Source: an optimization exercise on an open RTL-to-GDS flow (aim: small area). Production flows keep margins and buffers that such runs may drop.
Function was checked by simulation only, so behaviour that the tests miss may differ from the original.
The clock port is modelled as an ideal driver, which makes a skipped or thinned clock tree look cheaper than it is; a real chip needs a root buffer or a tree.
Power and IR drop assume default switching activity.

==> job 2723: inputs <==
==> flow/design.v (excerpt) <==
module FFT (input wire [3:0] x_in0, input wire [3:0] x_in1, input wire [3:0] x_in2, input wire [3:0] x_in3,
            input wire [3:0] x_in4, input wire [3:0] x_in5, input wire [3:0] x_in6, input wire [3:0] x_in7,
            input wire Clock, input wire Reset,
            output wire [6:0] X_out0, output wire [11:0] X_out1, output wire [11:0] X_out2, output wire [17:0] X_out3,
            output wire [9:0] X_out4, output wire [15:0] X_out5, output wire [15:0] X_out6, output wire [21:0] X_out7);
  reg [3:0] a, b, c, d, e, f, g, h;
  always @(posedge Clock or negedge Reset)
    if (!Reset) begin
      a <= 4'd0; b <= 4'd0; c <= 4'd0; d <= 4'd0; e <= 4'd0; f <= 4'd0; g <= 4'd0; h <= 4'd0;
    end else begin
      a <= x_in0; b <= x_in4; c <= x_in2; d <= x_in6; e <= x_in1; f <= x_in5; g <= x_in3; h <= x_in7;
    end
  wire n153467; x2 un153467 (.a(a[0]), .b(b[0]), .y(n153467));
  wire n153468; nd2 un153468 (.a(a[0]), .b(b[0]), .y(n153468));
  wire n153469; x2 un153469 (.a(a[1]), .b(b[1]), .y(n153469));
  wire n153470, n153471; ng un153470 (.a(a[1]), .b(b[1]), .gn(n153470), .tn(n153471));
  wire n153472; xn2 un153472 (.a(n153469), .b(n153468), .y(n153472));
  wire n153473; oai un153473 (.a(n153471), .b(n153468), .c(n153470), .y(n153473));
  wire n153474, n153475; ha1 un153474 (.a(a[2]), .b(b[2]), .s(n153474), .co(n153475));
  wire n153476; x2 un153476 (.a(n153474), .b(n153473), .y(n153476));
  wire n153477; aoi un153477 (.a(n153474), .b(n153473), .c(n153475), .y(n153477));
  wire n153478; x2 un153478 (.a(a[3]), .b(b[3]), .y(n153478));
  wire n153479, n153480; ng un153479 (.a(a[3]), .b(b[3]), .gn(n153479), .tn(n153480));
  wire n153481; xn2 un153481 (.a(n153478), .b(n153477), .y(n153481));
  ...
export LEC_CHECK = 0
export CAP_MARGIN = 20
export CORE_MARGIN = 2
export CORE_UTILIZATION = 40
export CTS_BUF_LIST = sky130_fd_sc_hd__clkbuf_8
export CTS_CLUSTER_DIAMETER = 200
export CTS_CLUSTER_SIZE = 40
export SLEW_MARGIN = 20
export SYNTH_HIERARCHICAL = 1
create_clock -name core_clock -period 5.0 [get_ports {Clock}]
standard.sh (not shown) runs the stock make flow with config.mk's settings and CLKGATE_MAP_FILE= SYNTH_SCRIPT=/design/flow/synth_recipe.tcl, a recipe that flattens the netlist after the stock synthesis.
==> flow/flow/run.sh <==
#!/bin/bash
# The standard layout, with the smallest buffer on every input and output port
# (the standard flow picks a 10 um2 delay buffer for them) and a small clock tree
# without dummy loads.
set -euo pipefail
export BUFFER_PORTS_ARGS="-buffer_cell sky130_fd_sc_hd__buf_1"
export CTS_ARGS="-sink_clustering_enable -repair_clock_nets -dont_use_dummy_load -buf_list sky130_fd_sc_hd__clkbuf_8 -root_buf sky130_fd_sc_hd__clkbuf_8 -sink_clustering_size 32 -sink_clustering_max_diameter 300"
bash standard.sh > standard.log 2>&1
==> inputs of job 7213, as changes to job 2723 <==
==> flow/flow/run.sh (replaced) <==
#!/bin/bash
# The standard layout, with the smallest buffer on every input and output port
# (the standard flow picks a 10 um2 delay buffer for them) and a small clock tree
# without dummy loads.
set -euo pipefail
export BUFFER_PORTS_ARGS="-buffer_cell sky130_fd_sc_hd__buf_1"
export CTS_ARGS="-sink_clustering_enable -repair_clock_nets -dont_use_dummy_load -buf_list sky130_fd_sc_hd__clkbuf_16 -root_buf sky130_fd_sc_hd__clkbuf_16 -sink_clustering_size 50 -sink_clustering_max_diameter 2000"
bash standard.sh > standard.log 2>&1
==> inputs of job 3647, as changes to job 2723 <==
==> flow/flow/run.sh (replaced) <==
#!/bin/bash
# The standard layout, with: the smallest buffer on every input and output port (the standard
# flow picks a 10 um2 delay buffer for them); the synthesized gates at their smallest drive
# strength before floorplanning (repair sizes them up where needed); a one-level clock tree of
# two buffers (flow/onebuf.tcl).
set -euo pipefail
export BUFFER_PORTS_ARGS="-buffer_cell sky130_fd_sc_hd__buf_1"
export PRE_CTS_TCL="$PWD/flow/onebuf.tcl"
R=orfs/results/sky130hd/FFT/base
bash standard.sh synth > standard_synth.log 2>&1
DOWNSIZE_ODB=$R/1_synth.odb openroad -no_init -exit flow/downsize.tcl > downsize.log 2>&1
touch $R/1_synth.sdc
bash standard.sh > standard.log 2>&1
==> flow/flow/downsize.tcl (new file) <==
# Give every combinational cell that synthesis sized above _1 its _1 drive strength;
# the later repair steps size up again wherever timing or slew needs it.
set odb $::env(DOWNSIZE_ODB)
read_db $odb
set db [ord::get_db]
set block [ord::get_db_block]
set n 0
foreach inst [$block getInsts] {
  set name [[$inst getMaster] getName]
  if {[regexp {^(sky130_fd_sc_hd__(a21oi|a21o|o21ai|nand2|nor2|xor2|xnor2|inv|and2|or2))_([0-9]+)$} $name -> base kind size] && $size > 1} {
    set m [$db findMaster ${base}_1]
    if {$m ne "NULL" && $m ne ""} { $inst swapMaster $m; incr n }
  }
}
puts "downsized $n cells"
write_db $odb
==> flow/flow/onebuf.tcl (new file) <==
# Sourced before CTS (PRE_CTS_TCL). With only 32 flip-flops, two clkbuf_8 can drive every clock
# pin, so the clock tree is one level: the clock port drives two buffers, each driving the clock
# pins of one half of the flip-flops (split by x) from the centre of that half (detailed
# placement legalizes them). This replaces TritonCTS's root-plus-four-leaves tree.
proc clock_tree_synthesis { args } {
  set db [ord::get_db]
  set block [ord::get_db_block]
  set port_net [$block findNet Clock]
  set master [$db findMaster sky130_fd_sc_hd__clkbuf_8]
  $port_net setSigType CLOCK
  set sinks {}
  foreach it [$port_net getITerms] {
    set box [[$it getInst] getBBox]
    lappend sinks [list [expr {([$box xMin] + [$box xMax]) / 2}] [expr {([$box yMin] + [$box yMax]) / 2}] $it]
  }
  set sinks [lsort -integer -index 0 $sinks]
  set half [expr {[llength $sinks] / 2}]
  set groups [list [lrange $sinks 0 [expr {$half - 1}]] [lrange $sinks $half end]]
  set k 0
  foreach grp $groups {
    set buf [odb::dbInst_create $block $master clkbuf_${k}_Clock]
    set net [odb::dbNet_create $block clknet_${k}_Clock]
    $net setSigType CLOCK
    set sx 0; set sy 0
    foreach s $grp {
      lassign $s x y it
      $it disconnect
      $it connect $net
      incr sx $x; incr sy $y
    }
    [$buf findITerm A] connect $port_net
    [$buf findITerm X] connect $net
    $buf setLocation [expr {$sx / [llength $grp]}] [expr {$sy / [llength $grp]}]
    $buf setPlacementStatus PLACED
    puts "clock buffer $k drives [llength $grp] clock pins"
    incr k
  }
  set_propagated_clock [all_clocks]
}
==> flow_summary.toml <==
[final_layout]
postLayoutCoreUtil_pct = 42.6
multi_input_area_um2 = 3230
fin_area_um2 = 5050

[run_status]
status = "complete, no violations"

[worst_setup_path]
path_max_fanout = 5

[power]
p_clk_w = 0.000272
p_total_w = 0.00204
seq-power_w = 0.000304

[clocking]
clockBufferDepth = 2
cts_tree = "built"
numCtsBuffers = 5

[floorplan]
row_count = 40
fp.dieH_um = 114

[logic_synthesis]
yosys-top-cells-count = "buf_4, xor2_1, nand2_1"

[route]
totalWireLength_um = 10700

[sta]
fin_crit_sh_pct = 96.0
The numbers above come from job 7213.

==> flow_summary.toml <==
[run_status]
status = "complete, no violations"

[global_route]
use_met3_pct = 1.39
gr-total-overflow = 0

[worst_setup_path]
path_max_fanout = 6
slowest_delay_ns = 0.58

[power]
p_total_w = 0.00186
pwr-share-seq_pct = 16.3
p_clk_w = 0.000107
seq-power_w = 0.000303

[final_layout]
fin_area_um2 = 4880
postLayoutCoreUtil_pct = 42.6
multi_input_area_um2 = 3160
multi_input_area_share_pct = 64.7
stdcell_count = 703

[sta]
tns_ns = 0
fin_crit_sh_pct = 95.7
setup_ws_ns = 0.217

[route]
totalWireLength_um = 10900

[floorplan]
fp.dieH_um = 113
row_count = 39

[clocking]
ctsHoldBuffers = 0
The numbers above come from job 3647.

==> flow_summary.toml <==
[run_status]
status = "complete, no violations"

[power]
p_clk_w = 0.000178
p_total_w = 0.00195
power.internal_w = 0.000958
seq-power_w = 0.000304

[final_layout]
fin_area_um2 = 5020
area_growth_pct = 4.50
postLayoutCoreUtil_pct = 42.4

[route]
totalWireLength_um = 10800

[sta]
fin_crit_sh_pct = 96.7

[logic_synthesis]
syn_area_um2 = 4810
ys_top_cells_by_area = "fa_1, buf_4, dfrtp_1, xor2_1, ha_1"
yosys-top-cells-count = "buf_4, xor2_1, nand2_1"

[floorplan]
fp.dieH_um = 114
row_count = 40

[worst_setup_path]
criticalPathCategory = "reg -> out"
path_max_fanout = 5
endpoint = "X_out0[5]"

[clocking]
clockBufferDepth = 2
The numbers above come from job 2723.

In job 3647 the design's own scripts or RTL, not TritonCTS, make the clock network.

---

==> 06-04 <==
Another version of the RTL of FFT (not shown whole).
Settings: LEC_CHECK=0, CAP_MARGIN=20, CORE_MARGIN=2, CORE_UTILIZATION=40, SLEW_MARGIN=20, SYNTH_HIERARCHICAL=1; clock period 5.0 ns.
==> flow/flow/run.sh <==
#!/bin/bash
# The standard layout, with the smallest buffer on every input and output port
# (the standard flow picks a 10 um2 delay buffer for them).
set -euo pipefail
export BUFFER_PORTS_ARGS="-buffer_cell sky130_fd_sc_hd__buf_1"
bash standard.sh > standard.log 2>&1
==> 10-15: changes against 06-04 <==
--- a/flow/config.mk
+++ b/flow/config.mk
@@ -10,2 +10,3 @@
 export CORE_UTILIZATION = 40
+export CTS_BUF_LIST = sky130_fd_sc_hd__clkbuf_4
 export SLEW_MARGIN = 20
==> comparison table <==
item                                                                                         06-04                      10-15
Termination of the worst setup path                                                     X_out3[16]                 X_out1[10]
Power Clock                                                                               0.298 mW                   0.153 mW
Met3 track demand over resource                                                              2.64%                      2.69%
Clock-pin slew of the registers on the worst-case setup and hold paths                     0.06 ns                    0.11 ns
Share of total power in sequential cells                                                     15.2%                      16.1%
Status                                                                              finished clean             finished clean
Global-route wire length before repair                                                     17.7 mm                    17.6 mm
Critical path arrival                                                                      3.81 ns                    3.84 ns
Routed vias                                                                                   3228                       3265
Area growth from synthesis to layout                                                         5.93%                      6.01%
Setup bufs post-CTS                                                                              0                          3
Proportion of total power due to net switching                                               49.4%                      52.0%
Post-route fraction of the period consumed by the critical path                              96.2%                      96.8%
Comb power                                                                                 1.40 mW                    1.42 mW
Total stage count of the critical path                                                          16                         11
Routed length on met1                                                                      4.93 mm                    4.86 mm
Buffers outside the clock class                                                                171                        178
Vias in the first global route                                                                3407                       3408
Crit Path Max Fanout                                                                             7                          2
Total of fill cells in the finished design                                                    1186                       1180
Non-clock buffering overhead                                                                 14.4%                      15.4%
Footprint of the multi-input gates                                                      3270 sq um                 3300 sq um
Logic pwr share                                                                              69.9%                      75.7%
Clock tree root buffer cell                                             sky130_fd_sc_hd__clkbuf_16  sky130_fd_sc_hd__clkbuf_4
Post-Layout Inst Area                                                                   5230 sq um                 5230 sq um
Total track usage                                                                            17.6%                      17.5%
Average routed wire per standard cell                                                 16.4 microns               16.2 microns

-- separate check: timing with driven ports --
The results above use ideal ports. As a check the final layouts listed here were re-extracted and re-timed, cells and wires unchanged.
Step 1: set_driving_cell puts a clkbuf_16 on Clock and a buf_2 on each other input, an assumption about the parent block.
Step 2, shift: input delay + t, output delay - t, t = (earliest + latest rising clock arrival at the registers) / 2. This alone moves slack from input paths to output paths.
Three values: ideal, step 1, step 2; two values: the first two.
| run | shift t [ns] | slack for setup (ns) | hold slack, ns | worst register clock-pin slew, ns |
|---|---|---|---|---|
| job 2723 | 0.312 | 0.164 / 0.134 / 0.446 | 0.792 / 0.783 / 1.095 | 0.07 / 0.07 |
| job 7213 | 0.304 | 0.198 / 0.165 / 0.469 | 0.802 / 0.790 / 1.094 | 0.05 / 0.05 |
| job 3647 | 0.197 | 0.217 / 0.180 / 0.377 | 0.898 / 0.882 / 1.079 | 0.11 / 0.11 |
| 06-04 | 0.308 | 0.192 / 0.159 / 0.467 | 0.809 / 0.801 / 1.109 | 0.06 / 0.06 |
| 10-15 | 0.357 | 0.159 / 0.132 / 0.489 | 0.742 / 0.740 / 1.097 | 0.11 / 0.11 |
After both steps every run listed still meets setup and hold.
